From an optimization exercise on the open Yosys and OpenROAD flow, aimed at small area; shortcuts taken in it are not production practice. In this exercise RTL edits were held to simulation tests only and were not proved equivalent to the original. Power figures rest on the tool's default switching activity, not on a simulated workload.

## flow/config.mk

```make
export PLATFORM = sky130hd
export DESIGN_NAME = calculator
export DESIGN_NICKNAME = calculator
export VERILOG_FILES = /design/flow/design.v
export SDC_FILE = /design/flow/constraint.sdc
export NUM_CORES = 4
export LEC_CHECK = 0
export CAP_MARGIN = 20
export CORE_MARGIN = 2
export CORE_UTILIZATION = 40
export CTS_BUF_LIST = sky130_fd_sc_hd__clkbuf_8
export SLEW_MARGIN = 20
```

## flow/constraint.sdc

```tcl
create_clock -name core_clock -period 10.0 [get_ports {clk_i}]
set_input_delay 2.0000 -clock core_clock [delete_from_list [all_inputs] [get_ports {clk_i}]]
set_output_delay 2.0000 -clock core_clock [all_outputs]
set_load 0.01 [all_outputs]
```

## flow/design.v

```verilog
module calc_keys (
    input  logic [22:0] b,
    output logic        k_on,
    output logic        k_md,        
    output logic        k_sub,
    output logic        k_add,
    output logic        k_eq,
    output logic        k_dot,
    output logic        k_dig,
    output logic [3:0]  kval         
);
    wire above13 = |b[22:14];
    assign k_on  = b[22];
    assign k_md  = !(|b[22:16]) && (b[15] || b[14]);
    assign k_sub = !above13 && b[13];
    assign k_add = !above13 && !b[13] && b[12];
    assign k_eq  = !above13 && !(|b[13:12]) && b[11];
    assign k_dot = !above13 && !(|b[13:11]) && b[10];
    assign k_dig = !above13 && !(|b[13:10]);
    always_comb begin
        kval = 4'd0;
        for (int i = 1; i <= 9; i++)
            if (b[i]) kval = 4'(10 - i);
    end
endmodule
module calc_bcd (
    input  logic [3:0] d,        
    input  logic       p_en,
    input  logic       p_inv,
    input  logic [3:0] q,
    input  logic       cin,
    output logic [3:0] s,
    output logic       co
);
    logic [3:0] p;
    assign p[0] = p_en & (d[0] ^ p_inv);
    assign p[1] = p_en & d[1];
    assign p[2] = p_en & (d[2] ^ (p_inv & d[1]));
    assign p[3] = p_en & (p_inv ? !(d[3] | d[2] | d[1]) : d[3]);
    wire [4:0] t = {1'b0, p} + {1'b0, q} + {4'd0, cin};
    assign co = t[4] | (t[3] & (t[2] | t[1]));
    assign s[0] = t[0];
    assign s[1] = t[1] ^ co;
    assign s[2] = t[2] ^ (co & !t[1]);
    assign s[3] = t[3] ^ (co & (t[2] | t[1]));
endmodule
module calc_disp (
    input  logic [31:0] sig,
    input  logic [2:0]  exp_i,
    input  logic [7:0]  nz,
    input  logic [7:1] ge,
    input  logic [3:0]  cc,
    input  logic [2:0]  cnt,
    output logic [63:0] segs,
    output logic [7:0]  cathode
);
    wire [2:0] nfd = ~exp_i;         
    wire [7:0] m;
    assign m[7] = 1'b1;
    for (genvar i = 0; i < 7; i++) begin : g_m
        assign m[i] = nz[i] | ge[7-i];
    end
    wire [2:0] tz;
    assign tz[0] = !m[0] & (m[1] | (!m[2] & (m[3] | (!m[4] & (m[5] | !m[6])))));
    assign tz[1] = !m[0] & !m[1] & (m[2] | m[3] | (!m[4] & !m[5]));
    assign tz[2] = !m[0] & !m[1] & !m[2] & !m[3];
    wire typing = (cc != 4'd0);
    wire [2:0] shamt = typing ? 3'(-cc[2:0]) : tz;
    wire [2:0] dp = nfd - shamt;
    localparam logic [3:0] BLANK = 4'd15;
    wire [31:0] sh1 = shamt[2] ? {{4{BLANK}}, sig[31:16]} : sig;
    wire [31:0] sh2 = shamt[1] ? {{2{BLANK}}, sh1[31:8]} : sh1;
    wire [31:0] sh3 = shamt[0] ? {BLANK, sh2[31:4]} : sh2;
    function automatic logic [6:0] seg7(input logic [3:0] b);
        case (b)
            4'd0: seg7 = 7'b1111110;
            4'd1: seg7 = 7'b0110000;
            4'd2: seg7 = 7'b1101101;
            4'd3: seg7 = 7'b1111001;
            4'd4: seg7 = 7'b0110011;
            4'd5: seg7 = 7'b1011011;
            4'd6: seg7 = 7'b1011111;
            4'd7: seg7 = 7'b1110000;
            4'd8: seg7 = 7'b1111111;
            4'd9: seg7 = 7'b1111011;
            BLANK: seg7 = 7'b0000000;
            default: seg7 = 7'bxxxxxxx;
        endcase
    endfunction
    always_comb
        for (int i = 0; i < 8; i++)
            segs[8*i +: 8] = {3'(i) == dp, seg7(sh3[4*i +: 4])};
    wire [3:0] cur = sh3[4*cnt +: 4];
    assign cathode = ~{cnt == dp, seg7(cur)};
endmodule
module calculator (
    input   logic           clk_i,
    input   logic           rst_i,
    input   logic [22:0]    buttons_i,
    output  logic [63:0]    display_segments_o,
    output  logic [36:0]    display_o,
    output  logic [7:0]     segments_cathode_o,
    output  logic [7:0]     segments_anode_o
);
logic [2:0]  cnt;            
logic        pnz;            
logic        d_err, d_sign;
logic [2:0]  d_exp;
logic [31:0] d_sig;
logic        u_sign;
logic [2:0]  u_exp;
logic [31:0] u_sig;          
logic [3:0]  cc;             
logic        dot, minus, pend, lock;
logic [3:0]  ph;             
logic        run;            
logic [3:0]  tmp;            
logic        cy;             
localparam logic [3:0] P_IDLE  = 4'd0,
                       P_DIGK = 4'd1,    
                       P_DIGC = 4'd2,    
                       P_CLR  = 4'd3,    
                       P_SWAP = 4'd4,    
                       P_ADD  = 4'd5,    
                       P_COMP = 4'd6,    
                       P_RSH  = 4'd7,    
                       P_LSH  = 4'd8;    
assign display_o = {d_err, d_sign, d_exp, d_sig};
logic k_on, k_md, k_sub, k_add, k_eq, k_dot, k_dig;
logic [3:0] kval;
calc_keys keys (
    .b(buttons_i), .k_on, .k_md, .k_sub, .k_add, .k_eq, .k_dot, .k_dig, .kval
);
wire any_btn = |buttons_i;
wire press   = any_btn && !pnz && (ph == P_IDLE) && !lock;
wire [3:0] d_out = d_sig[3:0];
wire [3:0] u_out = u_sig[3:0];
wire       sub  = d_sign ^ u_sign;
wire [2:0] dd   = d_exp - u_exp;             
wire       d_lt = d_exp < u_exp;
wire [2:0] cnt_n = cnt + 3'd1;
wire [2:0] ncc  = 3'(-cc[2:0]);
wire [7:1] ge;
assign ge[1] = |d_exp;
assign ge[2] = d_exp[2] | d_exp[1];
assign ge[3] = d_exp[2] | (d_exp[1] & d_exp[0]);
assign ge[4] = d_exp[2];
assign ge[5] = d_exp[2] & (d_exp[1] | d_exp[0]);
assign ge[6] = d_exp[2] & d_exp[1];
assign ge[7] = &d_exp;
logic [7:0] nz;
always_comb for (int k = 0; k < 8; k++) nz[k] = |d_sig[4*k +: 4];
wire d_zero = ~|nz;
wire [7:1] zl;       
assign zl[1] = ge[1] & !nz[7];
assign zl[2] = zl[1] & ge[2] & !nz[6];
assign zl[3] = zl[2] & ge[3] & !nz[5];
assign zl[4] = zl[3] & ge[4] & !nz[4];
assign zl[5] = zl[4] & ge[5] & !nz[3];
assign zl[6] = zl[5] & ge[6] & !nz[2];
assign zl[7] = zl[6] & ge[7] & !nz[1];
wire [2:0] z;
assign z[0] = (zl[1] & !zl[2]) | (zl[3] & !zl[4]) | (zl[5] & !zl[6]) | zl[7];
assign z[1] = (zl[2] & !zl[4]) | zl[6];
assign z[2] = zl[4];
logic st;            
logic [2:0] fin;     
always_comb begin
    st  = 1'b0;
    fin = 3'd0;
    unique case (ph)
        P_DIGK, P_DIGC, P_CLR, P_SWAP: st = (cnt == 3'd0);
        P_ADD:  begin st = !d_lt && (cnt == dd); fin = dd; end
        P_COMP: begin st = (cnt == dd); fin = dd; end
        P_LSH:  st = zl[1] && (cnt == z);
        default: ;
    endcase
end
wire rot  = run || st;
wire last = rot && (cnt_n == fin);
wire first = st && !run;
logic       p_en, p_inv, q_u, q_t, cin;
always_comb begin
    p_en = 1'b0; p_inv = 1'b0; q_u = 1'b0; q_t = 1'b0; cin = 1'b0;
    unique case (ph)
        P_DIGK, P_DIGC: begin
            if (cnt == ncc) q_t = 1'b1;
            else p_en = (cc[3:1] != 3'd0);
        end
        P_SWAP: q_u = 1'b1;
        P_ADD: if (run || !d_lt) begin
            p_en = 1'b1; p_inv = sub; q_u = (cnt >= dd); cin = run ? cy : sub;
        end
        P_COMP: begin p_en = 1'b1; p_inv = 1'b1; cin = run ? cy : 1'b1; end
        P_RSH:  cin = 1'b1;
        P_LSH:  p_en = 1'b1;
        default: ;
    endcase
end
wire [3:0] qd = q_u ? u_out : (q_t ? tmp : 4'd0);
logic [3:0] top_in;
logic       co;
calc_bcd bcd (.d(d_out), .p_en, .p_inv, .q(qd), .cin, .s(top_in), .co);
wire d_shift = rot || (ph == P_ADD && d_lt) || (ph == P_RSH);
logic [3:0] u_in;
always_comb begin
    u_in = u_out;
    if (rot && (ph == P_DIGC || ph == P_SWAP)) u_in = d_out;
    if (ph == P_CLR) u_in = 4'd0;
end
wire idle   = (ph == P_IDLE);
wire newnum = (cc == 4'd0);
wire pr     = press;                             
wire pe     = pr && !d_err;                      
wire e_on   = pr && k_on;
wire e_dig  = pe && k_dig && !cc[3];
wire e_dot  = pe && k_dot && !dot;
wire e_md   = pe && k_md;
wire e_op   = pe && (k_add || k_sub || k_eq);
wire is_dig  = (ph == P_DIGK) || (ph == P_DIGC) || (ph == P_CLR);
wire is_swap = (ph == P_SWAP);
wire is_add  = (ph == P_ADD);
wire is_comp = (ph == P_COMP);
wire is_rsh  = (ph == P_RSH);
wire is_lsh  = (ph == P_LSH);
wire swp     = is_swap && first;
wire a_last  = is_add && last;
wire lsh_go  = is_lsh && !run;
wire exp_clr = e_on || ((e_dig || e_dot) && newnum);
wire exp_inc = (e_dig && !newnum && !dot) || (is_add && !run && d_lt) || is_rsh;
wire exp_dec = lsh_go && st;
wire sgn_clr = exp_clr || (lsh_go && d_zero);
wire sgn_flp = ((e_op || e_md) && minus) || (a_last && sub && co);
wire u_ld    = (e_dig && pend) || swp;
logic [3:0] ph_n;
always_comb begin
    ph_n = ph;
    if (e_on) ph_n = P_CLR;
    if (e_dig) ph_n = pend ? P_DIGC : P_DIGK;
    if (e_dot && newnum) ph_n = P_DIGK;
    if (e_op && pend) ph_n = P_SWAP;
    if (e_op && !pend && k_eq) ph_n = P_ADD;
    if (is_dig && last) ph_n = P_IDLE;
    if (is_swap && last) ph_n = P_ADD;
    if (a_last) ph_n = sub ? (co ? P_LSH : P_COMP) : (co ? P_RSH : P_LSH);
    if (is_comp && last) ph_n = P_LSH;
    if (is_rsh) ph_n = P_IDLE;
    if ((lsh_go && (z == 3'd0)) || (is_lsh && last)) ph_n = P_IDLE;
end
always_ff @(posedge clk_i) begin
    cnt <= rst_i ? 3'd0 : cnt_n;
    pnz <= !rst_i && any_btn;
    u_sig <= {u_in, u_sig[31:4]};
    if (d_shift) d_sig <= {top_in, d_sig[31:4]};
    if (rot) cy <= co;
    if (pr) tmp <= k_dig ? kval : 4'd0;
end
always_ff @(posedge clk_i) begin
    if (rst_i) begin
        ph <= P_CLR;
        run <= 1'b0;
        d_err <= 1'b0; d_sign <= 1'b0; d_exp <= 3'd0;
        u_sign <= 1'b0; u_exp <= 3'd0;
        cc <= 4'd0;
        dot <= 1'b0; minus <= 1'b0; pend <= 1'b0; lock <= 1'b0;
    end else begin
        ph  <= ph_n;
        run <= rot && !last;
        if (exp_clr) d_exp <= 3'd0;
        else if (exp_inc) d_exp <= d_exp + 3'd1;
        else if (swp) d_exp <= u_exp;
        else if (exp_dec) d_exp <= d_exp - z;
        if (sgn_clr) d_sign <= 1'b0;
        else if (swp) d_sign <= u_sign;
        else if (sgn_flp) d_sign <= !d_sign;
        if (e_on) d_err <= 1'b0;
        else if (is_rsh && (d_exp == 3'd7)) d_err <= 1'b1;
        if (e_on) begin
            u_exp <= 3'd0; u_sign <= 1'b0;
        end else if (u_ld) begin
            u_exp <= d_exp; u_sign <= d_sign;
        end
        if (e_on || e_op || e_md) cc <= 4'd0;
        else if (e_dig) cc <= newnum ? {3'd0, kval != 4'd0} : cc + 4'd1;
        else if (e_dot && newnum) cc <= 4'd1;
        if (e_on || e_op) dot <= 1'b0;
        else if (e_dot) dot <= 1'b1;
        if (e_on) minus <= 1'b0;
        else if (e_op) minus <= k_sub;
        if (e_on) pend <= 1'b0;
        else if (e_op) pend <= !k_eq;
        if (e_md) lock <= 1'b1;
    end
end
calc_disp disp (
    .sig(d_sig), .exp_i(d_exp), .nz, .ge, .cc, .cnt,
    .segs(display_segments_o), .cathode(segments_cathode_o)
);
always_comb
    for (int i = 0; i < 8; i++)
        segments_anode_o[i] = rst_i || (cnt != 3'(i));
endmodule
```

## flow/flow/run.sh

```bash
#!/bin/bash
# Layout flow: the standard flow (standard.sh) with these changes:
#  - synthesis (ORFS's synth.tcl inside the standard flow's synth_recipe.tcl wrapper) skips
#    Yosys's extract_fa step and maps the logic with the area-oriented ABC
#    script flow/area.abc instead of ORFS's ABC script;
#  - input/output ports are buffered with sky130_fd_sc_hd__buf_1 cells.
# Everything else (floorplan, power grid, placement, CTS, routing, finish)
# is the standard flow.
set -euo pipefail
W=$PWD
sed -e 's/^\(\s*\)extract_fa /\1# extract_fa /' \
    -e 's#^\(\s*\)log_cmd abc {\*}$abc_args#\1log_cmd abc -script '"$W"'/flow/area.abc {*}[lrange $abc_args 2 end]#' \
    "$FLOW_HOME/scripts/synth.tcl" > "$W/synth_area.tcl"
grep -q '# extract_fa ' "$W/synth_area.tcl"
grep -q "log_cmd abc -script $W/flow/area.abc" "$W/synth_area.tcl"
sed "s#source \$::env(SCRIPTS_DIR)/synth.tcl#source $W/synth_area.tcl#" "$W/synth_recipe.tcl" > "$W/synth_recipe_area.tcl"
grep -q "source $W/synth_area.tcl" "$W/synth_recipe_area.tcl"
sed "s#SYNTH_SCRIPT=[^ ]*#SYNTH_SCRIPT=$W/synth_recipe_area.tcl#" "$W/standard.sh" > "$W/standard_area.sh"
grep -q "SYNTH_SCRIPT=$W/synth_recipe_area.tcl" "$W/standard_area.sh"
export BUFFER_PORTS_ARGS="-buffer_cell sky130_fd_sc_hd__buf_1"
bash "$W/standard_area.sh" > "$W/flow.log" 2>&1
```

## flow/flow/area.abc

```
&get -n
&st
&deepsyn -T 20
&dch -f
&nf -a -R 1000
&put
topo
```

## flow/standard.sh

```bash
#!/bin/bash
# synth_recipe.tcl (not shown) runs the flow's synth.tcl, then flattens the netlist and writes it again
# the make line also repeats each setting of config.mk as NAME=value (left out here)
make -C /OpenROAD-flow-scripts/flow DESIGN_CONFIG=/design/flow/config.mk WORK_HOME=/design/flow/orfs CLKGATE_MAP_FILE= SYNTH_SCRIPT=/design/flow/synth_recipe.tcl "${@:-finish}"
```

==> results of run 1 <==
flip-flops by register name, indices dropped and copies added, names as in the netlist, 3 cells and up:
signal	count
d_exp	3
cc	4
tmp	4
ph	4
u_exp	3
u_sig	32
cnt	3
d_sig	32
through the flow:
step / instances / area (sq um)
global route: 1077 / 6830
CTS: 1077 / 6820
detailed placement: 1061 / 6610
finish: 1077 / 6830
floorplan: 734 / 5820
global placement: 1061 / 6610
cells in the final DEF, fill, tap and decap left out, types with 6 or more instances in the layout:
cell type and n:
nor2_1 136, edfxtp_1 37, xnor2_1 16, nand2_1 79, or2_0 9, xor2_1 13, nand3_1 12, nor3_1 21
o21ai_0 32, a211oi_1 11, nor2b_1 17, a21oi_1 69, a21o_1 11, mux2i_1 7, clkinv_1 33, nand2b_1 13
nor4_1 13, mux2_1 6, and2_0 12, clkbuf_8 9, and3_1 7, a22o_1 13, a31oi_1 6, dfxtp_1 58
o22ai_1 29, buf_1 141
metal layers:
layer	global-route usage (%)	share of wire, %
met5	0	0
met4	6.94	1.8
met3	6.06	8.3
met2	38.5	46
met1	32.3	44
critical path, stage by stage (launching register included):
cell and delay (ns):
edfxtp_1 0.48, nor4_1 0.62, nand2b_1 0.27, a211oi_1 0.29
o21ai_1 0.08, buf_4 0.21, or3_1 0.60, o22ai_1 0.32
nor2_1 0.06, a21oi_1 0.30, clkinv_1 0.21, a222oi_1 0.37
a21oi_1 0.23, o21ai_0 0.28, o31ai_1 0.13, or2_0 0.24
nand2_1 0.12, nor2_1 0.06, nor2_1 0.12, buf_1 0.15
cell usage after synthesis, types with 14 or more instances:
cell / count / area, sq um
o22ai_1: 29 / 181
nor2b_1: 17 / 106
nor3_1: 21 / 105
clkinv_1: 33 / 124
a21oi_1: 69 / 345
xnor2_1: 16 / 140
edfxtp_1: 37 / 1110
dfxtp_1: 58 / 1160
nor4_1: 14 / 87.6
o21ai_0: 33 / 165
nand2_1: 79 / 297
nor2_1: 136 / 510
cells by family after synthesis:
family | after synthesis | share of synthesized area, %
flops | 95 | 39.0
fa+ha+maj | 3 | 0.516
buf+inv | 35 | 2.38
xor+xnor | 29 | 4.36
mux | 14 | 2.75
simple gates | 337 | 26.6
compound gates | 221 | 24.4
power groups by stage:
stage / clock network (mW) / logic, mW / registers (mW)
final: 0.273 / 0.506 / 0.498
after global routing: 0.296 / 0.561 / 0.503
after CTS: 0.283 / 0.504 / 0.496
after detailed placement: 0 / 0.502 / 0.505
after global placement: 0 / 0.504 / 0.504
after floorplan: 0 / 0.320 / 0.492
final cells by class:
type	count	area (sq um)
fill	1462	7540
multi-input combinational	604	3430
sequential	95	2270
timing repair buffer	145	559
tap	184	230
clock buffer	9	124
inverter	33	124
clock inverter	7	86.3
path summary, 6_finish.rpt:
kind | start | endpoint | slack [ns] | cells after the start
max | d_sig[9] | segments_cathode_o[4] | 2.48 | 19
min | u_sig[12] | u_sig[8] | 0.33 | 0
max reg2reg | ph[2] | d_sign | 3.86 | 23
min reg2reg | u_sig[12] | u_sig[8] | 0.33 | 0
==> summary.md, run 1 <==
| Metric | Value |
|---|---|
| Result of the run | `finished clean` |
| TritonCTS Buffers | `9` |
| Vias | `6189` |
| Number of nets in the layout | `913` |
| Count of state elements after synthesis | `95` |
| Top Ports | `142` |
| RSZ-0062 raised after global routing | `no` |
| Share of total power consumed by net switching | `42.8%` |
| Pre-CTS setup slack | `3.01 ns` |
| Initial Utilization | `40.5%` |
| Data required time of the worst path | `8.00 ns` |
| Number of enable flip-flop cells after synthesis | `37` |
| Number of optimization iterations in the first detailed-route pass | `6` |
| Area of the core | `0.0144 sq mm` |
| Relative contribution of combinational cells to total power | `39.6%` |
| Detailed Route WL | `18700 um` |
| Ratio of cells with drive above 1 in the final layout | `2.58%` |
| Remaining DRCs | `0` |
| Number of setup violations in the final report | `0` |
| Number of buffers inserted by hold repair at cts | `0` |
| Floorplan die area | `0.0155 sq mm` |
| Register area share after synthesis | `39.0%` |
| Pwr per Cell Area | `187 mW/mm^2` |
| Netlist cell types | `56` |
| Worst slew pin tran | `0.969 ns` |
| Post-cts gate resize count | `0` |
| CP Data Arrival Time | `5.52 ns` |
| Count of buffers inserted at the top-level ports | `141` |
| Post-detail-place hpwl | `14200 um` |
| # rows | `44` |
| Total clock sinks | `95` |
| Synth Flop Type | `dfxtp_1` |
| CTS max path bufs | `2` |
| Clock root buffer master | `clkbuf_8` |
| Total of warnings raised by yosys | `3` |
| First-pass GRT wire length | `30000 um` |
| NetSw | `546 uW` |
| Weighted congestion reported at the end of routability-driven placement | `0.945` |
| Cell area after synthesis | `0.00582 sq mm` |
| Clock-pin slew reported for the worst setup and hold paths after clock tree synthesis | `0.10 ns` |
| Count of pins over their slew limit | `0` |
| Count of final hold-check violations | `0` |
| Critical path fanouts, max | `22` |
| Power Total | `1.28 mW` |
| Antenna violations before repair | `0` |
| Overall track demand over capacity in global routing | `24.1%` |
| Chip Height | `125 um` |
| Final worst path period need | `7.52 ns` |
| Achievable clock frequency | `133 MHz` |
| Avg Synthesized Cell Area | `7.93 sq um` |
| Relative contribution of the clock network to total power | `21.4%` |
| Type of the tightest min-delay check | `reg -> reg` |
| First DRT Iteration DRCs | `525` |
| Layout-stage area growth over the synthesis result | `17.3%` |
| Final sum of negative setup slack | `0 ns` |
| Register share of total power | `39.0%` |
| Largest clock skew in the final design | `0.0172 ns` |
| Path type of the worst setup path | `reg -> out` |
| Vias per Instance | `5.75` |
| Mapped Cells | `734` |
| Util after Layout | `47.5%` |
| Worst hold margin | `0.334 ns` |
| Leakage power of the design | `2.42 nW` |
| IR Drop Worst-Case VDD | `0.130 mV` |
| Post-route fraction of the period consumed by the critical path | `75.2%` |
| Number of nets produced by synthesis | `759` |
| Congestion Overflow GR | `0` |
| Worst rel slew slack | `34.8%` |
| Final worst slack | `2.48 ns` |
| Final routed wire length divided by cell count | `17.4 um` |
| Internal Pwr Total | `731 uW` |
| Synth async-reset ratio | `0%` |
| Total number of H-tree levels | `3` |
| Via count of the first global-routing pass | `5635` |
| Clock tree from TritonCTS | `done` |
| Element type at the critical path start | `register` |
| N_diodes | `0` |
| Postcts setup bufs | `0` |
| Largest net degree at the start of global routing | `47` |
| Critical Path Sink Type | `primary output` |
| Worst skew pair latency | `0.39 ns` |
| Number of max-cap violations | `0` |
| Horiz. Die Dim | `125 um` |
| Post-route antenna net violation count | `0` |
==> run 2, diff against run 1 <==
--- a/flow/config.mk
+++ b/flow/config.mk
@@ -8,5 +8,4 @@
 export CAP_MARGIN = 20
 export CORE_MARGIN = 2
 export CORE_UTILIZATION = 40
-export CTS_BUF_LIST = sky130_fd_sc_hd__clkbuf_8
 export SLEW_MARGIN = 20
==> run 2 against run 1 <==
Via count barely moved. Count of clock-buffer cells in the layout stayed put. Critical endpoint unchanged. Largest cell class unchanged. Cell area increased by 1.5%. First-iteration DRC count decreased by 6.7%. Synthesized cell count is the same. Fmax rose by 0.67%. Critical path type unchanged. Still clean on timing, DRC and antenna. Sequential power hardly changed. Wire length rose by 0.19%.
==> summary.md, run 2 <==
| Metric | Value |
|---|---|
| Result of the run | `finished clean` |
| Total number of H-tree levels | `3 (unchanged)` |
| Type of the tightest min-delay check | `reg -> reg` |
| Final worst path period need | `7.47 ns (-0.0498 ns)` |
| Largest net degree at the start of global routing | `47 (unchanged)` |
| Sequence of cells on the critical path | `nor4_1 -> nand2b_1 -> a211oi_1 -> o21ai_1 -> buf_4 -> or3_1 -> o22ai_1 -> nor2_1 -> a21oi_1 -> clkinv_1 -> a222oi_1 -> a21oi_1 -> o21ai_0 -> o31ai_1 -> or2_0 -> nand2_1 -> nor2_1 -> nor2_1 -> buf_1` |
| First DRT Iteration DRCs | `490 (-6.7%)` |
| Remaining DRCs | `0 (unchanged)` |
| Layout-stage area growth over the synthesis result | `19.0%` |
| Final sum of negative setup slack | `0 ns (unchanged)` |
| Total of warnings raised by yosys | `3 (unchanged)` |
| Number of max-cap violations | `0 (unchanged)` |
| Post-route antenna net violation count | `0 (unchanged)` |
| Pre-CTS setup slack | `3.01 ns (unchanged)` |
| Initial Utilization | `40.5% (unchanged)` |
| Leakage power of the design | `2.47 nW (+1.9%)` |
| Achievable clock frequency | `134 MHz (+0.67%)` |
| First-pass GRT wire length | `30100 um (+0.30%)` |
| CTS max path bufs | `2 (unchanged)` |
| # rows | `44 (unchanged)` |
| Count of state elements after synthesis | `95 (unchanged)` |
| Clock tree from TritonCTS | `done` |
| Postcts setup bufs | `0 (unchanged)` |
| Number of nets produced by synthesis | `759 (unchanged)` |
| Avg Synthesized Cell Area | `7.93 sq um (unchanged)` |
| Floorplan die area | `0.0155 sq mm (unchanged)` |
| Pwr per Cell Area | `197 mW/mm^2 (+5.5%)` |
| Final Instance Area | `0.00693 sq mm (+1.5%)` |
| Largest clock skew in the final design | `0.0108 ns (-0.00645 ns)` |
| RR Startpoint | `ph[2]` |
| Number of buffers inserted by hold repair at cts | `0 (unchanged)` |
| Top cells by area, synth | `dfxtp_1, edfxtp_1, nor2_1` |
| RSZ-0062 raised after global routing | `no` |
| Mapped Cells | `734 (unchanged)` |
| Antenna violations before repair | `0 (unchanged)` |
| N_diodes | `0 (unchanged)` |
| Chip Height | `125 um (unchanged)` |
| Count of pins over their slew limit | `0 (unchanged)` |
| Synth Flop Type | `dfxtp_1` |
| Critical Path Sink Type | `primary output` |
| Via count of the first global-routing pass | `5663 (+0.50%)` |
| Final routed wire length divided by cell count | `17.4 um (+0.19%)` |
| Worst skew pair latency | `0.36 ns (-0.03 ns)` |
| Total clock sinks | `95 (unchanged)` |
| CP Data Arrival Time | `5.47 ns (-0.05 ns)` |
| Crit path buf inv count | `3 (unchanged)` |
| Vias | `6195 (+0.097%)` |
| Critical Path Start | `d_sig[9]` |
| Slowest stage cell on the critical path | `nor4_1` |
| TritonCTS Buffers | `9 (unchanged)` |
| Worst rel slew slack | `36.4% (+1.6 points)` |
| Detailed Route WL | `18700 um (+0.19%)` |
| Post-cts gate resize count | `0 (unchanged)` |
| Top Ports | `142 (unchanged)` |
| Slack of the worst reg-to-reg path | `3.86 ns (about the same)` |
| Netlist cell types | `56 (unchanged)` |
| Clock-pin slew reported for the worst setup and hold paths after clock tree synthesis | `0.07 ns (-0.03 ns)` |
| Leading registers by flop count | `d_sig x32, u_sig x32` |
| Ranking of synthesized cells by instance count | `nor2_1, nand2_1, a21oi_1` |
| Ratio of cells with drive above 1 in the final layout | `2.58% (unchanged)` |
| Number of enable flip-flop cells after synthesis | `37 (unchanged)` |
| Leading cell types in the layout, fill and taps excluded | `buf_1, nor2_1, nand2_1, a21oi_1, dfxtp_1` |
| Last element of the critical path | `segments_cathode_o[4]` |
| CP delay by family, top | `simple AND/OR/NAND/NOR gates` |
| Final worst slack | `2.53 ns (+0.0498 ns)` |
| Number of nets in the layout | `913 (unchanged)` |
| Area fraction of the dominant cell type after synthesis | `19.9% (unchanged)` |
| Horiz. Die Dim | `125 um (unchanged)` |
| Most common library cell in the layout ignoring fill and taps | `buf_1` |
| Post-route fraction of the period consumed by the critical path | `74.7% (-0.50 points)` |
| Worst path max stage delay | `0.63 ns (about the same)` |
| Placed standard-cell area | `0.00661 sq mm (unchanged)` |
| Area of the core | `0.0144 sq mm (unchanged)` |
| Count of final hold-check violations | `0 (unchanged)` |
| Worst slew pin tran | `0.945 ns (-0.0240 ns)` |
| Count of buffers inserted at the top-level ports | `141 (unchanged)` |
| Vias per Instance | `5.75 (about the same)` |
| Register area share after synthesis | `39.0% (unchanged)` |
| Layout filler cell count | `1444 (-1.2%)` |
| Post-synthesis cell type with the largest combined area | `dfxtp_1` |
| Element type at the critical path start | `register` |
| Cell area after synthesis | `0.00582 sq mm (unchanged)` |
| Critical path depth | `19 (unchanged)` |
| Clock root buffer master | `clkbuf_16` |
| IR Drop Worst-Case VDD | `0.141 mV (+8.1%)` |
| Synth async-reset ratio | `0% (unchanged)` |
| Number of setup violations in the final report | `0 (unchanged)` |
| Weighted congestion reported at the end of routability-driven placement | `0.945 (unchanged)` |
| Data required time of the worst path | `8.00 ns (about the same)` |
| Cell with the most instances on the worst path | `nor2_1` |
| Critical path fanouts, max | `22 (unchanged)` |
| Capture instance of the worst register-to-register path | `d_sign` |
| Logic depth of the worst register-to-register path | `23 (unchanged)` |
| Path type of the worst setup path | `reg -> out` |
| Number of optimization iterations in the first detailed-route pass | `7 (+1)` |
| Post-detail-place hpwl | `14200 um (unchanged)` |
| Most frequently used cell type in the post-synthesis netlist | `nor2_1` |
| Overall track demand over capacity in global routing | `24.1% (about the same)` |
| Congestion Overflow GR | `0 (unchanged)` |
[run 2: cell counts after synthesis]
Identical to the previous run, type by type.
[run 2: worst min path at each step]
| stage | start | end | cells after the start |
|---|---|---|---|
| after floorplan | u_sig[4] | u_sig[0] | 0 |
| after global placement | u_sig[30] | u_sig[26] | 0 |
| after detailed placement | u_sig[24] | u_sig[20] | 0 |
| after CTS | u_sig[29] | u_sig[25] | 0 |
| after global routing | u_sig[10] | u_sig[6] | 0 |
| final | u_sig[15] | u_sig[11] | 0 |
[run 2: layout make-up]
type	count	area, sq um	share of cell area, %
tap	184	230	3.32
timing repair buffer	145	559	8.07
clock buffer	9	225	3.25
clock inverter	7	86.3	1.25
multi-input combinational	604	3430	49.5
inverter	33	124	1.79
sequential	95	2270	32.8
[run 2: metrics by stage]
| stage | hold WS, ns | power [mW] | instances | utilization, % |
|---|---|---|---|---|
| floorplan | 0.310 | 0.812 | 734 | - |
| global placement | 0.310 | 1.01 | 1061 | 46.0 |
| detailed placement | 0.312 | 1.01 | 1061 | 46.0 |
| CTS | 0.328 | 1.37 | 1077 | 48.2 |
| global route | 0.334 | 1.45 | 1077 | 48.2 |
| finish | 0.326 | 1.37 | 1077 | 48.2 |
[run 2: kinds of logic after synthesis]
group | Yosys count | share of synthesized area, %
XOR/XNOR | 29 | 4.36
flip-flops | 95 | 39.0
adder cells (fa/ha/maj) | 3 | 0.516
multiplexers | 14 | 2.75
buffers and inverters | 35 | 2.38
AND/OR/NAND/NOR | 337 | 26.6
AO/OA/AOI/OAI | 221 | 24.4
[run 2: report_power, final]
| part | leakage (nW) | internal, mW | total, mW | switching [mW] |
|---|---|---|---|---|
| sequential | 0.835 | 0.440 | 0.499 | 0.0594 |
| combinational | 1.48 | 0.170 | 0.506 | 0.337 |
| clock | 0.156 | 0.201 | 0.362 | 0.162 |
[run 2: metal layers]
layer	part of all wire, %	vias up	wire, um	GRT usage [%]
met5	0	-	0	0
met3	8.2	37	1530	5.28
met1	44	2878	8180	32.7
met2	46	263	8610	38.5
met4	2.1	0	399	7.14
li1	-	3017	-	-
==> run 3, diff against run 2 <==
--- a/flow/design.v
+++ b/flow/design.v
@@ -111,7 +111,7 @@
 logic [2:0]  u_exp;
 logic [31:0] u_sig;          
 logic [3:0]  cc;             
-logic        dot, minus, pend, lock;
+logic        dot, minus, pend;
 logic [3:0]  ph;             
 logic        run;            
 logic [3:0]  tmp;            
@@ -124,7 +124,9 @@
                        P_ADD  = 4'd5,    
                        P_COMP = 4'd6,    
                        P_RSH  = 4'd7,    
-                       P_LSH  = 4'd8;    
+                       P_LSHW = 4'd8,    
+                       P_LSH  = 4'd9,    
+                       P_LOCK = 4'd10;   
 assign display_o = {d_err, d_sign, d_exp, d_sig};
 logic k_on, k_md, k_sub, k_add, k_eq, k_dot, k_dig;
 logic [3:0] kval;
@@ -132,7 +134,9 @@
     .b(buttons_i), .k_on, .k_md, .k_sub, .k_add, .k_eq, .k_dot, .k_dig, .kval
 );
 wire any_btn = |buttons_i;
-wire press   = any_btn && !pnz && (ph == P_IDLE) && !lock;
+wire idle    = (ph == P_IDLE);
+wire pr      = any_btn && !pnz && idle;      
+wire pe      = pr && !d_err;                 
 wire [3:0] d_out = d_sig[3:0];
 wire [3:0] u_out = u_sig[3:0];
 wire       sub  = d_sign ^ u_sign;
@@ -151,18 +155,15 @@
 logic [7:0] nz;
 always_comb for (int k = 0; k < 8; k++) nz[k] = |d_sig[4*k +: 4];
 wire d_zero = ~|nz;
-wire [7:1] zl;       
-assign zl[1] = ge[1] & !nz[7];
-assign zl[2] = zl[1] & ge[2] & !nz[6];
-assign zl[3] = zl[2] & ge[3] & !nz[5];
-assign zl[4] = zl[3] & ge[4] & !nz[4];
-assign zl[5] = zl[4] & ge[5] & !nz[3];
-assign zl[6] = zl[5] & ge[6] & !nz[2];
-assign zl[7] = zl[6] & ge[7] & !nz[1];
-wire [2:0] z;
-assign z[0] = (zl[1] & !zl[2]) | (zl[3] & !zl[4]) | (zl[5] & !zl[6]) | zl[7];
-assign z[1] = (zl[2] & !zl[4]) | zl[6];
-assign z[2] = zl[4];
+wire is_dig  = (ph == P_DIGK) || (ph == P_DIGC) || (ph == P_CLR);
+wire is_clr  = (ph == P_CLR);
+wire is_swap = (ph == P_SWAP);
+wire is_add  = (ph == P_ADD);
+wire is_comp = (ph == P_COMP);
+wire is_rsh  = (ph == P_RSH);
+wire is_lshw = (ph == P_LSHW);
+wire is_lsh  = (ph == P_LSH);
+wire lsh_skip = is_lsh && !run && ge[1] && !nz[~cnt];
 logic st;            
 logic [2:0] fin;     
 always_comb begin
@@ -172,13 +173,12 @@
         P_DIGK, P_DIGC, P_CLR, P_SWAP: st = (cnt == 3'd0);
         P_ADD:  begin st = !d_lt && (cnt == dd); fin = dd; end
         P_COMP: begin st = (cnt == dd); fin = dd; end
-        P_LSH:  st = zl[1] && (cnt == z);
+        P_LSH:  st = !lsh_skip;
         default: ;
     endcase
 end
 wire rot  = run || st;
 wire last = rot && (cnt_n == fin);
-wire first = st && !run;
 logic       p_en, p_inv, q_u, q_t, cin;
 always_comb begin
     p_en = 1'b0; p_inv = 1'b0; q_u = 1'b0; q_t = 1'b0; cin = 1'b0;
@@ -201,51 +201,43 @@
 logic [3:0] top_in;
 logic       co;
 calc_bcd bcd (.d(d_out), .p_en, .p_inv, .q(qd), .cin, .s(top_in), .co);
-wire d_shift = rot || (ph == P_ADD && d_lt) || (ph == P_RSH);
+wire d_shift = rot || (is_add && d_lt) || is_rsh;
 logic [3:0] u_in;
 always_comb begin
     u_in = u_out;
-    if (rot && (ph == P_DIGC || ph == P_SWAP)) u_in = d_out;
-    if (ph == P_CLR) u_in = 4'd0;
-end
-wire idle   = (ph == P_IDLE);
+    if (rot && (ph == P_DIGC || is_swap)) u_in = d_out;
+    if (is_clr) u_in = 4'd0;
+end
 wire newnum = (cc == 4'd0);
-wire pr     = press;                             
-wire pe     = pr && !d_err;                      
 wire e_on   = pr && k_on;
 wire e_dig  = pe && k_dig && !cc[3];
 wire e_dot  = pe && k_dot && !dot;
 wire e_md   = pe && k_md;
 wire e_op   = pe && (k_add || k_sub || k_eq);
-wire is_dig  = (ph == P_DIGK) || (ph == P_DIGC) || (ph == P_CLR);
-wire is_swap = (ph == P_SWAP);
-wire is_add  = (ph == P_ADD);
-wire is_comp = (ph == P_COMP);
-wire is_rsh  = (ph == P_RSH);
-wire is_lsh  = (ph == P_LSH);
-wire swp     = is_swap && first;
-wire a_last  = is_add && last;
-wire lsh_go  = is_lsh && !run;
-wire exp_clr = e_on || ((e_dig || e_dot) && newnum);
+wire e_swp  = e_op && pend;                  
+wire a_last = is_add && last;
+wire exp_clr = is_clr || ((e_dig || e_dot) && newnum);
 wire exp_inc = (e_dig && !newnum && !dot) || (is_add && !run && d_lt) || is_rsh;
-wire exp_dec = lsh_go && st;
-wire sgn_clr = exp_clr || (lsh_go && d_zero);
-wire sgn_flp = ((e_op || e_md) && minus) || (a_last && sub && co);
-wire u_ld    = (e_dig && pend) || swp;
+wire exp_dec = lsh_skip;
+wire sgn_clr = exp_clr || (is_lshw && d_zero);
+wire sgn_flp = ((e_op && !pend) || e_md) && minus || (a_last && sub && co);
+wire u_ld    = (e_dig && pend) || e_swp;
 logic [3:0] ph_n;
 always_comb begin
     ph_n = ph;
     if (e_on) ph_n = P_CLR;
     if (e_dig) ph_n = pend ? P_DIGC : P_DIGK;
     if (e_dot && newnum) ph_n = P_DIGK;
-    if (e_op && pend) ph_n = P_SWAP;
+    if (e_md) ph_n = P_LOCK;
+    if (e_swp) ph_n = P_SWAP;
     if (e_op && !pend && k_eq) ph_n = P_ADD;
     if (is_dig && last) ph_n = P_IDLE;
     if (is_swap && last) ph_n = P_ADD;
-    if (a_last) ph_n = sub ? (co ? P_LSH : P_COMP) : (co ? P_RSH : P_LSH);
-    if (is_comp && last) ph_n = P_LSH;
+    if (a_last) ph_n = sub ? (co ? P_LSHW : P_COMP) : (co ? P_RSH : P_LSHW);
+    if (is_comp && last) ph_n = P_LSHW;
     if (is_rsh) ph_n = P_IDLE;
-    if ((lsh_go && (z == 3'd0)) || (is_lsh && last)) ph_n = P_IDLE;
+    if (is_lshw) ph_n = (ge[1] && !nz[7]) ? ((cnt_n == 3'd0) ? P_LSH : P_LSHW) : P_IDLE;
+    if (is_lsh && last) ph_n = P_IDLE;
 end
 always_ff @(posedge clk_i) begin
     cnt <= rst_i ? 3'd0 : cnt_n;
@@ -257,40 +249,37 @@
 end
 always_ff @(posedge clk_i) begin
     if (rst_i) begin
-        ph <= P_CLR;
+        ph  <= P_CLR;
         run <= 1'b0;
-        d_err <= 1'b0; d_sign <= 1'b0; d_exp <= 3'd0;
-        u_sign <= 1'b0; u_exp <= 3'd0;
-        cc <= 4'd0;
-        dot <= 1'b0; minus <= 1'b0; pend <= 1'b0; lock <= 1'b0;
     end else begin
         ph  <= ph_n;
         run <= rot && !last;
-        if (exp_clr) d_exp <= 3'd0;
-        else if (exp_inc) d_exp <= d_exp + 3'd1;
-        else if (swp) d_exp <= u_exp;
-        else if (exp_dec) d_exp <= d_exp - z;
-        if (sgn_clr) d_sign <= 1'b0;
-        else if (swp) d_sign <= u_sign;
-        else if (sgn_flp) d_sign <= !d_sign;
-        if (e_on) d_err <= 1'b0;
-        else if (is_rsh && (d_exp == 3'd7)) d_err <= 1'b1;
-        if (e_on) begin
-            u_exp <= 3'd0; u_sign <= 1'b0;
-        end else if (u_ld) begin
-            u_exp <= d_exp; u_sign <= d_sign;
-        end
-        if (e_on || e_op || e_md) cc <= 4'd0;
-        else if (e_dig) cc <= newnum ? {3'd0, kval != 4'd0} : cc + 4'd1;
-        else if (e_dot && newnum) cc <= 4'd1;
-        if (e_on || e_op) dot <= 1'b0;
-        else if (e_dot) dot <= 1'b1;
-        if (e_on) minus <= 1'b0;
-        else if (e_op) minus <= k_sub;
-        if (e_on) pend <= 1'b0;
-        else if (e_op) pend <= !k_eq;
-        if (e_md) lock <= 1'b1;
-    end
+    end
+end
+always_ff @(posedge clk_i) begin
+    if (exp_clr) d_exp <= 3'd0;
+    else if (exp_inc) d_exp <= d_exp + 3'd1;
+    else if (exp_dec) d_exp <= d_exp - 3'd1;
+    else if (e_swp) d_exp <= u_exp;
+    if (sgn_clr) d_sign <= 1'b0;
+    else if (e_swp) d_sign <= u_sign;
+    else if (sgn_flp) d_sign <= !d_sign;
+    if (is_clr) d_err <= 1'b0;
+    else if (is_rsh && (d_exp == 3'd7)) d_err <= 1'b1;
+    if (is_clr) begin
+        u_exp <= 3'd0; u_sign <= 1'b0;
+    end else if (u_ld) begin
+        u_exp <= d_exp; u_sign <= d_sign ^ (e_op && minus);
+    end
+    if (is_clr || e_op || e_md) cc <= 4'd0;
+    else if (e_dig) cc <= newnum ? {3'd0, kval != 4'd0} : cc + 4'd1;
+    else if (e_dot && newnum) cc <= 4'd1;
+    if (is_clr || e_op) dot <= 1'b0;
+    else if (e_dot) dot <= 1'b1;
+    if (is_clr) minus <= 1'b0;
+    else if (e_op) minus <= k_sub;
+    if (is_clr) pend <= 1'b0;
+    else if (e_op) pend <= !k_eq;
 end
 calc_disp disp (
     .sig(d_sig), .exp_i(d_exp), .nz, .ge, .cc, .cnt,
--- a/flow/config.mk
+++ b/flow/config.mk
@@ -5,7 +5,8 @@
 export SDC_FILE = /design/flow/constraint.sdc
 export NUM_CORES = 4
 export LEC_CHECK = 0
-export CAP_MARGIN = 20
+export CAP_MARGIN = 0
 export CORE_MARGIN = 2
 export CORE_UTILIZATION = 40
-export SLEW_MARGIN = 20
+export CTS_BUF_LIST = sky130_fd_sc_hd__clkbuf_8
+export SLEW_MARGIN = 0
==> run 3 against run 2 <==
Still clean on timing, DRC and antenna. Synthesized cell count is 2.5% lower. Clock power decreased by 26%. Combinational power down 0.8%. Cell area fell by 3.0%. Critical path depth shrank 5. Register-to-register slack improved by 0.41 ns. Global-route usage increased by 1.3 points. Hold slack improved by 0.0024 ns. Total power is 7.1% lower. Critical path type unchanged.
==> summary.md, run 3 <==
| Metric | Value |
|---|---|
| # rows | `43 (-2.3%)` |
| Xor and xnor area share after synthesis | `3.48% (-0.88 points)` |
| Total clock sinks | `94 (-1.1%)` |
| Worst skew pair latency | `0.38 ns (+0.02 ns)` |
| Synth Area in Adders | `0.700% (+0.18 points)` |
| Pwr per Cell Area | `189 mW/mm^2 (-4.2%)` |
| Element type at the critical path start | `register` |
| Post-cts gate resize count | `0 (unchanged)` |
| Most common library cell in the layout ignoring fill and taps | `buf_1` |
| Critical path fanouts, max | `16 (-27%)` |
| Mapped Cells | `716 (-2.5%)` |
| Power Total | `1.27 mW (-7.1%)` |
| Largest clock skew in the final design | `0.0121 ns (+0.00138 ns)` |
| Total number of H-tree levels | `3 (unchanged)` |
| Number of nets produced by synthesis | `741 (-2.4%)` |
| Clock tree from TritonCTS | `done` |
| Number of buffers inserted by hold repair at cts | `0 (unchanged)` |
| Logic depth of the worst register-to-register path | `17 (-26%)` |
| Via count of the first global-routing pass | `5699 (+0.64%)` |
| Final sum of negative setup slack | `0 ns (unchanged)` |
| Ranking of synthesized cells by instance count | `nor2_1, nand2_1, a21oi_1` |
| Register area share after synthesis | `39.4% (+0.34 points)` |
| Floorplan die area | `0.0153 sq mm (-1.7%)` |
| Achievable clock frequency | `134 MHz (+0.10%)` |
| First-pass GRT wire length | `29600 um (-1.4%)` |
| Post-synthesis cell type with the largest combined area | `dfxtp_1` |
| Mux contribution to synthesized area | `3.39% (+0.64 points)` |
| Clock-pin slew reported for the worst setup and hold paths after clock tree synthesis | `0.09 ns (+0.02 ns)` |
| Total of warnings raised by yosys | `3 (unchanged)` |
| Routed met1 length | `8430 um (+3.0%)` |
| Number of cells on the worst hold path | `0 (unchanged)` |
| CTS max path bufs | `2 (unchanged)` |
| Synth Flop Type | `dfxtp_1` |
| Largest net degree at the start of global routing | `52 (+11%)` |
| Number of optimization iterations in the first detailed-route pass | `5 (-2)` |
| Congestion Overflow GR | `0 (unchanged)` |
| Top cells by area, synth | `dfxtp_1, edfxtp_1, nor2_1` |
| Worst slew pin tran | `0.874 ns (-0.0716 ns)` |
| Leading registers by flop count | `d_sig x32, u_sig x32` |
| Cell area after synthesis | `0.00572 sq mm (-1.7%)` |
| First DRT Iteration DRCs | `495 (+1.0%)` |
| Leading cell types in the layout, fill and taps excluded | `buf_1, nor2_1, nand2_1, a21oi_1, dfxtp_1` |
| Final routed wire length divided by cell count | `18.4 um (+5.9%)` |
| Detailed Route WL | `19400 um (+3.8%)` |
| Postcts setup bufs | `0 (unchanged)` |
| Horiz. Die Dim | `124 um (-0.85%)` |
| Simple-gate share of the synthesized area | `26.4% (-0.23 points)` |
| Initial Utilization | `41.1% (+0.54 points)` |
| Ratio of cells with drive above 1 in the final layout | `2.51% (-0.064 points)` |
| Top Ports | `142 (unchanged)` |
| Clock root buffer master | `clkbuf_8` |
| Type of the tightest min-delay check | `reg -> reg` |
| Met3 wire length | `1220 um (-20%)` |
| Area fraction of the dominant cell type after synthesis | `19.9% (about the same)` |
| Count of final hold-check violations | `0 (unchanged)` |
| Final worst path period need | `7.47 ns (-0.00752 ns)` |
| Compound-cell area share of the yosys netlist | `24.7% (+0.30 points)` |
| N_diodes | `0 (unchanged)` |
| Remaining DRCs | `0 (unchanged)` |
| Path type of the worst setup path | `reg -> out` |
| Main combinational cell family by area after synthesis | `simple AND/OR/NAND/NOR gates` |
| Synth async-reset ratio | `0% (unchanged)` |
| Weighted congestion reported at the end of routability-driven placement | `0.965 (+2.1%)` |
| Area of the core | `0.0139 sq mm (-3.0%)` |
| Worst hold margin | `0.328 ns (+0.00237 ns)` |
| Post-route antenna net violation count | `0 (unchanged)` |
| Critical Path Sink Type | `primary output` |
| IR Drop Worst-Case VDD | `0.0719 mV (-49%)` |
| Layout-stage area growth over the synthesis result | `17.5%` |
| Number of setup violations in the final report | `0 (unchanged)` |
| Count of state elements after synthesis | `94 (-1.1%)` |
| Layout filler cell count | `1351 (-6.4%)` |
| Post-detail-place hpwl | `14900 um (+4.9%)` |
| Worst rel slew slack | `41.7% (+5.4 points)` |
| Count of buffers inserted at the top-level ports | `141 (unchanged)` |
| Count of pins over their slew limit | `0 (unchanged)` |
| Antenna violations before repair | `0 (unchanged)` |
| Met2 routed WL | `9350 um (+8.6%)` |
| Netlist cell types | `53 (-5.4%)` |
| Chip Height | `124 um (-0.85%)` |
| Overall track demand over capacity in global routing | `25.3% (+1.3 points)` |
| Vias per Instance | `5.89 (+2.4%)` |
| Vias | `6223 (+0.45%)` |
| Number of max-cap violations | `0 (unchanged)` |
| Number of enable flip-flop cells after synthesis | `37 (unchanged)` |
| Result of the run | `finished clean` |
| CP Data Arrival Time | `5.47 ns (about the same)` |
| TritonCTS Buffers | `9 (unchanged)` |
| Data required time of the worst path | `8.00 ns (about the same)` |
| Post-route fraction of the period consumed by the critical path | `74.7% (-0.075 points)` |
| Number of nets in the layout | `896 (-1.9%)` |
| Highest metal layer used by the detailed router | `met4` |
| Most frequently used cell type in the post-synthesis netlist | `nor2_1` |
| Avg Synthesized Cell Area | `7.99 sq um (+0.73%)` |
| RSZ-0062 raised after global routing | `no` |
| Leakage power of the design | `2.37 nW (-4.1%)` |
[run 3: changes by cell type in the layout (fill, tap and decap cells not counted), moves of 4 or more]
cell       change
nor2_1        -15
clkbuf_16      -9
clkbuf_8       +9
mux2i_1        +9
nor3_1         +8
clkinv_1       -6
xor2_1         -6
a211oi_1       -5
nand3_1        +5
o21ai_0        +5
a21oi_1        -4
a22oi_1        +4
o22ai_1        +4
[run 3: area by class of cell]
cell class	instances	area, sq um	share of cell area [%]
inverters	27	101	1.51
clock inverters	7	86.3	1.28
well taps	180	225	3.35
multi-input cells	593	3360	50.1
repair buffers	146	567	8.43
flip-flops and latches	94	2250	33.5
clock buffers	9	124	1.84
[run 3: layer usage]
metal	track usage [%]	vias to the layer above
met2	43.6	249
met4	9.45	0
met5	0	-
met3	3.39	34
li1	-	2980
met1	32.4	2960
[run 3: final timing paths]
check | start | to | slack [ns]
worst max-delay path | d_sig[12] | segments_cathode_o[5] | 2.53
worst max register to register | d_exp[1] | ph[3] | 4.27
worst min register to register | u_sig[20] | u_sig[16] | 0.33
worst min-delay path | u_sig[20] | u_sig[16] | 0.33
[run 3: kinds of logic (layout without fill, tap and decap cells)]
| logic type | after synthesis | after routing |
|---|---|---|
| flip-flops | 94 | 94 |
| AO/OA/AOI/OAI | 221 | 221 |
| buffers and inverters | 29 | 189 |
| XOR/XNOR | 21 | 21 |
| AND/OR/NAND/NOR | 328 | 328 |
| multiplexers | 19 | 19 |
| adder cells (fa/ha/maj) | 4 | 4 |
[run 3: power by group]
group | internal, mW | leakage (nW) | switching, mW
logic | 0.168 | 1.43 | 0.335
registers | 0.436 | 0.828 | 0.0637
clock network | 0.122 | 0.110 | 0.147
total | 0.725 | 2.37 | 0.545
[run 3: critical path, stage by stage (launching register included)]
cell      delay, ns
edfxtp_1       0.50
or4_1          0.57
nor3_1         0.30
o21ai_0        0.18
a21oi_1        0.71
nand2_1        0.57
o22a_1         0.38
o22ai_1        0.43
o22ai_1        0.14
a211oi_1       0.28
a21oi_1        0.15
or3_1          0.44
o211ai_1       0.22
o21ai_0        0.10
buf_1          0.13
[run 3: metrics by stage]
step           util (%)  instances  area (sq um)  worst slack, ns
2_1_floorplan         -        716          5720             1.28
3_3_place_gp       46.7       1040          6510             3.20
3_5_place_dp       46.7       1040          6510             3.00
4_1_cts            48.2       1056          6720             2.58
5_1_grt            48.2       1056          6720             1.98
6_report           48.2       1056          6720             2.53
==> run 4, diff against run 3 <==
--- a/flow/config.mk
+++ b/flow/config.mk
@@ -5,8 +5,8 @@
 export SDC_FILE = /design/flow/constraint.sdc
 export NUM_CORES = 4
 export LEC_CHECK = 0
-export CAP_MARGIN = 0
+export CAP_MARGIN = 20
 export CORE_MARGIN = 2
 export CORE_UTILIZATION = 40
 export CTS_BUF_LIST = sky130_fd_sc_hd__clkbuf_8
-export SLEW_MARGIN = 0
+export SLEW_MARGIN = 20
==> run 4 against run 3 <==
Clock skew did not move. Synthesized area did not move. Combinational power barely moved. Global-route usage did not move. Synthesized cell count did not move. First-iteration DRC count did not move. Critical path depth did not move. Worst setup slack did not move. Sequential share of layout area did not move. Via count did not move.
==> summary.md, run 4 <==
| Metric | Value |
|---|---|
| Pre-CTS setup slack | `3.00 ns (unchanged)` |
| Chip Height | `124 um (unchanged)` |
| Netlist cell types | `53 (unchanged)` |
| Count of buffers inserted at the top-level ports | `141 (unchanged)` |
| Pwr per Cell Area | `189 mW/mm^2 (unchanged)` |
| TritonCTS Buffers | `9 (unchanged)` |
| Element type at the critical path start | `register` |
| CP Data Arrival Time | `5.47 ns (about the same)` |
| Worst rel slew slack | `41.7% (unchanged)` |
| Critical path fanouts, max | `16 (unchanged)` |
| Type of the tightest min-delay check | `reg -> reg` |
| Top Ports | `142 (unchanged)` |
| Leading registers by flop count | `d_sig x32, u_sig x32` |
| Ratio of cells with drive above 1 in the final layout | `2.51% (unchanged)` |
| Post-route fraction of the period consumed by the critical path | `74.7% (unchanged)` |
| Layout filler cell count | `1351 (unchanged)` |
| Total clock sinks | `94 (unchanged)` |
| Number of optimization iterations in the first detailed-route pass | `5 (unchanged)` |
| Leakage power of the design | `2.37 nW (unchanged)` |
| Most frequently used cell type in the post-synthesis netlist | `nor2_1` |
| Beginning of the worst hold path | `u_sig[20]` |
| Largest clock skew in the final design | `0.0121 ns (unchanged)` |
| Number of nets in the layout | `896 (unchanged)` |
| First-pass GRT wire length | `29600 um (unchanged)` |
| Count of state elements after synthesis | `94 (unchanged)` |
| RSZ-0062 raised after global routing | `no` |
| Number of max-cap violations | `0 (unchanged)` |
| Worst skew pair latency | `0.38 ns (about the same)` |
| Result of the run | `finished clean` |
| Mapped Cells | `716 (unchanged)` |
| Critical Path Sink Type | `primary output` |
| Final routed wire length divided by cell count | `18.4 um (unchanged)` |
| Via count of the first global-routing pass | `5699 (unchanged)` |
| Post-route antenna net violation count | `0 (unchanged)` |
| Count of pins over their slew limit | `0 (unchanged)` |
| Number of standard cells in the final layout excluding fillers | `1056 (unchanged)` |
| CTS max path bufs | `2 (unchanged)` |
| Antenna violations before repair | `0 (unchanged)` |
| Count of final hold-check violations | `0 (unchanged)` |
| Vias | `6223 (unchanged)` |
| Number of enable flip-flop cells after synthesis | `37 (unchanged)` |
| Leading cell types in the layout, fill and taps excluded | `buf_1, nor2_1, nand2_1, a21oi_1, dfxtp_1` |
| N_diodes | `0 (unchanged)` |
| Data required time of the worst path | `8.00 ns (about the same)` |
| First DRT Iteration DRCs | `495 (unchanged)` |
| Total number of H-tree levels | `3 (unchanged)` |
| Achievable clock frequency | `134 MHz (unchanged)` |
| Congestion Overflow GR | `0 (unchanged)` |
| Weighted congestion reported at the end of routability-driven placement | `0.965 (unchanged)` |
| Critical Path Start | `d_sig[12]` |
| Post-detail-place hpwl | `14900 um (unchanged)` |
| Final sum of negative setup slack | `0 ns (unchanged)` |
| Overall track demand over capacity in global routing | `25.3% (unchanged)` |
| Largest net degree at the start of global routing | `52 (unchanged)` |
| Vias per Instance | `5.89 (unchanged)` |
| Path type of the worst setup path | `reg -> out` |
| Remaining DRCs | `0 (unchanged)` |
| Total of warnings raised by yosys | `3 (unchanged)` |
| Number of nets produced by synthesis | `741 (unchanged)` |
| Number of buffers inserted by hold repair at cts | `0 (unchanged)` |
| RR Startpoint | `d_exp[1]` |
| Final worst slack | `2.53 ns (unchanged)` |
| Number of setup violations in the final report | `0 (unchanged)` |
| Detailed Route WL | `19400 um (unchanged)` |
| Register area share after synthesis | `39.4% (unchanged)` |
| Cell area after synthesis | `0.00572 sq mm (unchanged)` |
| Clock tree from TritonCTS | `done` |
| Avg Synthesized Cell Area | `7.99 sq um (unchanged)` |
| Postcts setup bufs | `0 (unchanged)` |
| Layout-stage area growth over the synthesis result | `17.5% (unchanged)` |
| Worst slew pin tran | `0.874 ns (unchanged)` |
| Synth Flop Type | `dfxtp_1` |
| Area fraction of the dominant cell type after synthesis | `19.9% (unchanged)` |
| # rows | `43 (unchanged)` |
| Final worst path period need | `7.47 ns (unchanged)` |
| Initial Utilization | `41.1% (unchanged)` |
| Horiz. Die Dim | `124 um (unchanged)` |
| IR Drop Worst-Case VDD | `0.0719 mV (unchanged)` |
| Clock-pin slew reported for the worst setup and hold paths after clock tree synthesis | `0.09 ns (about the same)` |
| Area of the core | `0.0139 sq mm (unchanged)` |
| Synth async-reset ratio | `0% (unchanged)` |
| Floorplan die area | `0.0153 sq mm (unchanged)` |
| Post-cts gate resize count | `0 (unchanged)` |
| Ranking of synthesized cells by instance count | `nor2_1, nand2_1, a21oi_1` |
| Most common library cell in the layout ignoring fill and taps | `buf_1` |
| Clock root buffer master | `clkbuf_8` |
| # placed instances | `1040 (unchanged)` |
| Top cells by area, synth | `dfxtp_1, edfxtp_1, nor2_1` |
| Post-synthesis cell type with the largest combined area | `dfxtp_1` |
==> run 4: worst paths after layout <==
check                                             end  slack, ns  depth (start not counted)
worst min-delay path                        u_sig[16]       0.33                          0
worst max register to register                  ph[3]       4.27                         17
worst min register to register              u_sig[16]       0.33                          0
worst max-delay path            segments_cathode_o[5]       2.53                         14
==> run 4: final cells by class <==
cell class	instances	area [sq um]	share of cell area (%)
multi-input cells	593	3360	50.1
flip-flops and latches	94	2250	33.5
repair buffers	146	567	8.43
well taps	180	225	3.35
clock buffers	9	124	1.84
inverters	27	101	1.51
clock inverters	7	86.3	1.28
==> run 4: kinds of logic (layout without fill, tap and decap cells) <==
group	after synthesis	count (layout)	share of synthesized area (%)
AOI/OAI and AO/OA	221	221	24.7
xor gates and xnor gates	21	21	3.48
adders and majority gates	4	4	0.700
buffers and inverters	29	189	2.03
DFF	94	94	39.4
muxes	19	19	3.39
and+or+nand+nor	328	328	26.4
==> run 4: power breakdown <==
group          total [mW]  internal (mW)  leakage, nW  switching, mW
Combinational       0.502          0.168         1.43          0.335
Sequential          0.499          0.436        0.828         0.0637
Clock               0.269          0.122        0.110          0.147
Total                1.27          0.725         2.37          0.545
==> run 4: layer usage <==
| metal | global-route usage [%] | wire length (um) | vias up |
|---|---|---|---|
| met5 | 0 | 0 | - |
| li1 | - | - | 2980 |
| met2 | 43.6 | 9350 | 249 |
| met1 | 32.4 | 8430 | 2960 |
| met3 | 3.39 | 1220 | 34 |
| met4 | 9.45 | 432 | 0 |
==> run 4: worst max-delay path, cell delays in order (launching register included) <==
cell	delay, ns
edfxtp_1	0.50
or4_1	0.57
nor3_1	0.30
o21ai_0	0.18
a21oi_1	0.71
nand2_1	0.57
o22a_1	0.38
o22ai_1	0.43
o22ai_1	0.14
a211oi_1	0.28
a21oi_1	0.15
or3_1	0.44
o211ai_1	0.22
o21ai_0	0.10
buf_1	0.13
==> run 4: per-stage QoR <==
stage / util (%) / power (mW) / hold slack [ns] / cell area, sq um
final: 48.2 / 1.27 / 0.328 / 6720
after global routing: 48.2 / 1.35 / 0.334 / 6720
after CTS: 48.2 / 1.27 / 0.334 / 6720
after detailed placement: 46.7 / 1.00 / 0.312 / 6510
after global placement: 46.7 / 0.995 / 0.310 / 6510
after floorplan: - / 0.810 / 0.310 / 5720
==> run 5, diff against run 4 <==
--- a/flow/flow/run.sh
+++ b/flow/flow/run.sh
@@ -3,7 +3,9 @@
 #  - synthesis (ORFS's synth.tcl inside the standard flow's synth_recipe.tcl wrapper) skips
 #    Yosys's extract_fa step and maps the logic with the area-oriented ABC
 #    script flow/area.abc instead of ORFS's ABC script;
-#  - input/output ports are buffered with sky130_fd_sc_hd__buf_1 cells.
+#  - input/output ports are buffered with sky130_fd_sc_hd__buf_1 cells;
+#  - clock tree synthesis uses sky130_fd_sc_hd__clkbuf_8 buffers and inserts
+#    no dummy loads.
 # Everything else (floorplan, power grid, placement, CTS, routing, finish)
 # is the standard flow.
 set -euo pipefail
@@ -18,4 +20,5 @@
 sed "s#SYNTH_SCRIPT=[^ ]*#SYNTH_SCRIPT=$W/synth_recipe_area.tcl#" "$W/standard.sh" > "$W/standard_area.sh"
 grep -q "SYNTH_SCRIPT=$W/synth_recipe_area.tcl" "$W/standard_area.sh"
 export BUFFER_PORTS_ARGS="-buffer_cell sky130_fd_sc_hd__buf_1"
+export CTS_ARGS="-sink_clustering_enable -repair_clock_nets -buf_list sky130_fd_sc_hd__clkbuf_8 -dont_use_dummy_load"
 bash "$W/standard_area.sh" > "$W/flow.log" 2>&1
==> run 5 against run 4 <==
Hold slack worse by 0.024 ns. Via count is 0.26% lower. Synthesized area stayed put. Worst setup slack better by 0.012 ns. Largest power group unchanged. Flip-flop and latch count stayed put. Cell area is 1.3% lower. Still clean. Wire length is 0.10% lower. First-iteration DRC count is 5.9% higher. Sequential power hardly changed.
==> summary.md, run 5 <==
| Metric | Value |
|---|---|
| Result of the run | `finished clean` |
| Congestion Overflow GR | `0 (unchanged)` |
| Simple-gate share of the synthesized area | `26.4% (unchanged)` |
| Number of standard cells in the final layout excluding fillers | `1049 (-0.66%)` |
| Power Total | `1.20 mW (-5.7%)` |
| Horiz. Die Dim | `124 um (unchanged)` |
| Ratio of cells with drive above 1 in the final layout | `1.73% (-0.79 points)` |
| First DRT Iteration DRCs | `524 (+5.9%)` |
| Largest clock skew in the final design | `0.0255 ns (+0.0134 ns)` |
| First-pass GRT wire length | `29700 um (+0.12%)` |
| Chip Height | `124 um (unchanged)` |
| Post-synthesis cell type with the largest combined area | `dfxtp_1` |
| Number of optimization iterations in the first detailed-route pass | `5 (unchanged)` |
| Worst rel slew slack | `40.9% (-0.85 points)` |
| Main combinational cell family by area after synthesis | `simple AND/OR/NAND/NOR gates` |
| Worst slew pin tran | `0.887 ns (+0.0127 ns)` |
| Via count of the first global-routing pass | `5680 (-0.33%)` |
| Hold endpoint | `u_sig[8]` |
| Logic depth of the worst register-to-register path | `17 (unchanged)` |
| Ranking of synthesized cells by instance count | `nor2_1, nand2_1, a21oi_1` |
| CTS max path bufs | `2 (unchanged)` |
| Clock tree from TritonCTS | `done` |
| TritonCTS Buffers | `9 (unchanged)` |
| Leakage power of the design | `2.32 nW (-1.9%)` |
| Pwr per Cell Area | `181 mW/mm^2 (-4.5%)` |
| Count of pins over their slew limit | `0 (unchanged)` |
| Worst skew pair latency | `0.38 ns (about the same)` |
| Capture instance of the worst register-to-register path | `ph[3]` |
| Path type of the worst setup path | `reg -> out` |
| Worst path max stage delay | `0.72 ns (about the same)` |
| RR Startpoint | `d_exp[0]` |
| Final sum of negative setup slack | `0 ns (unchanged)` |
| Register area share after synthesis | `39.4% (unchanged)` |
| Count of state elements after synthesis | `94 (unchanged)` |
| Slack of the worst reg-to-reg path | `4.14 ns (-0.13 ns)` |
| Final worst path period need | `7.45 ns (-0.0123 ns)` |
| Leading cell types in the layout, fill and taps excluded | `buf_1, nor2_1, nand2_1, a21oi_1, dfxtp_1` |
| Top Ports | `142 (unchanged)` |
| Number of setup violations in the final report | `0 (unchanged)` |
| Total number of H-tree levels | `3 (unchanged)` |
| Number of buffers inserted by hold repair at cts | `0 (unchanged)` |
| Mux contribution to synthesized area | `3.39% (unchanged)` |
| CP delay by family, top | `compound AO/OA/AOI/OAI gates` |
| IR Drop Worst-Case VDD | `0.0668 mV (-7.1%)` |
| Post-detail-place hpwl | `14900 um (unchanged)` |
| # rows | `43 (unchanged)` |
| # placed instances | `1040 (unchanged)` |
| Number of nets produced by synthesis | `741 (unchanged)` |
| Initial Utilization | `41.1% (unchanged)` |
| Detailed Route WL | `19400 um (-0.10%)` |
| Worst hold margin | `0.304 ns (-0.0240 ns)` |
| Beginning of the worst hold path | `u_sig[12]` |
| Cell area after synthesis | `0.00572 sq mm (unchanged)` |
| CP Data Arrival Time | `5.45 ns (-0.02 ns)` |
| Number of nets in the layout | `896 (unchanged)` |
| Clock-pin slew reported for the worst setup and hold paths after clock tree synthesis | `0.09 ns (about the same)` |
| Critical path fanouts, max | `16 (unchanged)` |
| Antenna violations before repair | `0 (unchanged)` |
| Vias per Instance | `5.92 (+0.41%)` |
| Element type at the critical path start | `register` |
| Post-cts gate resize count | `0 (unchanged)` |
| Leading registers by flop count | `d_sig x32, u_sig x32` |
| Top cells by area, synth | `dfxtp_1, edfxtp_1, nor2_1` |
| Count of final hold-check violations | `0 (unchanged)` |
| Post-route fraction of the period consumed by the critical path | `74.5% (-0.12 points)` |
| Synth async-reset ratio | `0% (unchanged)` |
| RSZ-0062 raised after global routing | `no` |
| Sequence of cells on the critical path | `or4_1 -> nor3_1 -> o21ai_0 -> a21oi_1 -> nand2_1 -> o22a_1 -> o22ai_1 -> o22ai_1 -> a211oi_1 -> a21oi_1 -> or3_1 -> o211ai_1 -> o21ai_0 -> buf_1` |
| Number of max-cap violations | `0 (unchanged)` |
| Total clock sinks | `94 (unchanged)` |
| Pre-CTS setup slack | `3.00 ns (unchanged)` |
| Number of cells on the worst hold path | `0 (unchanged)` |
| Weighted congestion reported at the end of routability-driven placement | `0.965 (unchanged)` |
| Synth Flop Type | `dfxtp_1` |
| Count of buffers inserted at the top-level ports | `141 (unchanged)` |
| Layout-stage area growth over the synthesis result | `15.9%` |
| Vias | `6207 (-0.26%)` |
| Crit path buf inv count | `1 (unchanged)` |
| Clock root buffer master | `clkbuf_8` |
| Remaining DRCs | `0 (unchanged)` |
| Critical Path Sink Type | `primary output` |
| Number of enable flip-flop cells after synthesis | `37 (unchanged)` |
| Final Instance Area | `0.00663 sq mm (-1.3%)` |
| Type of the tightest min-delay check | `reg -> reg` |
| Total of warnings raised by yosys | `3 (unchanged)` |
| Final routed wire length divided by cell count | `18.5 um (+0.56%)` |
| Compound-cell area share of the yosys netlist | `24.7% (unchanged)` |
| Synth Area in Adders | `0.700% (unchanged)` |
| Util after Layout | `47.6% (-0.62 points)` |
| Area fraction of the dominant cell type after synthesis | `19.9% (unchanged)` |
| Netlist cell types | `53 (unchanged)` |
| Data required time of the worst path | `8.00 ns (about the same)` |
| Achievable clock frequency | `134 MHz (+0.16%)` |
| Most frequently used cell type in the post-synthesis netlist | `nor2_1` |
| Floorplan die area | `0.0153 sq mm (unchanged)` |
| Area of the core | `0.0139 sq mm (unchanged)` |
| Slowest stage cell on the critical path | `a21oi_1` |
| Overall track demand over capacity in global routing | `25.4% (+0.088 points)` |
| Mapped Cells | `716 (unchanged)` |
| Post-route antenna net violation count | `0 (unchanged)` |
| N_diodes | `0 (unchanged)` |
| Final worst slack | `2.55 ns (+0.0123 ns)` |
[run 5: cell counts after synthesis]
No cell type changed its count.
[run 5: cell families (layout without fill, tap and decap cells)]
logic type | after synthesis | in the layout
AND/OR/NAND/NOR | 328 | 328
AO/OA/AOI/OAI | 221 | 221
flip-flops | 94 | 94
buffers and inverters | 29 | 182
XOR/XNOR | 21 | 21
multiplexers | 19 | 19
adder cells (fa/ha/maj) | 4 | 4
[run 5: worst max path at each step]
stage	cells past startpoint	end	slack, ns	startpoint
4_1_cts	14	segments_cathode_o[5]	2.60	d_sig[10]
3_3_place_gp	14	segments_cathode_o[5]	3.20	d_sig[12]
2_1_floorplan	14	segments_cathode_o[5]	1.28	d_sig[24]
6_report	14	segments_cathode_o[5]	2.55	d_sig[10]
5_1_grt	16	segments_cathode_o[5]	1.99	d_sig[10]
3_5_place_dp	14	segments_cathode_o[5]	3.00	d_sig[12]
[run 5: where the power goes]
part	switching [mW]	internal [mW]	leakage, nW
combinational	0.335	0.168	1.43
sequential	0.0635	0.436	0.828
clock	0.115	0.0807	0.0647
total	0.514	0.684	2.32
[run 5: per-layer routing]
metal	global-route usage [%]	wire length, um	vias up
met5	0	0	-
met2	43.3	9250	283
met1	32.6	8400	2921
met3	4.35	1350	34
met4	8.74	418	0
li1	-	-	2969
[run 5: worst reg2reg max path: stages (launching register included)]
cell and delay (ns):
dfxtp_1 0.68, nor2b_1 0.18, maj3_1 0.42, o21ai_0 0.43, o21ai_0 0.26, o21ai_0 0.71
a221oi_1 0.28, maj3_1 0.45, maj3_1 0.40, maj3_1 0.40, nand2_1 0.10, o21ai_0 0.09
nand2_1 0.23, clkinv_1 0.13, o21ai_0 0.22, a21oi_1 0.10, a2111oi_0 0.55, a211oi_1 0.09
[run 5: final cells by class]
type / count / area (sq um)
clock buffer: 9 / 124
tap: 180 / 225
timing repair buffer: 146 / 567
sequential: 94 / 2250
multi-input combinational: 593 / 3360
inverter: 27 / 101
fill: 1354 / 7300
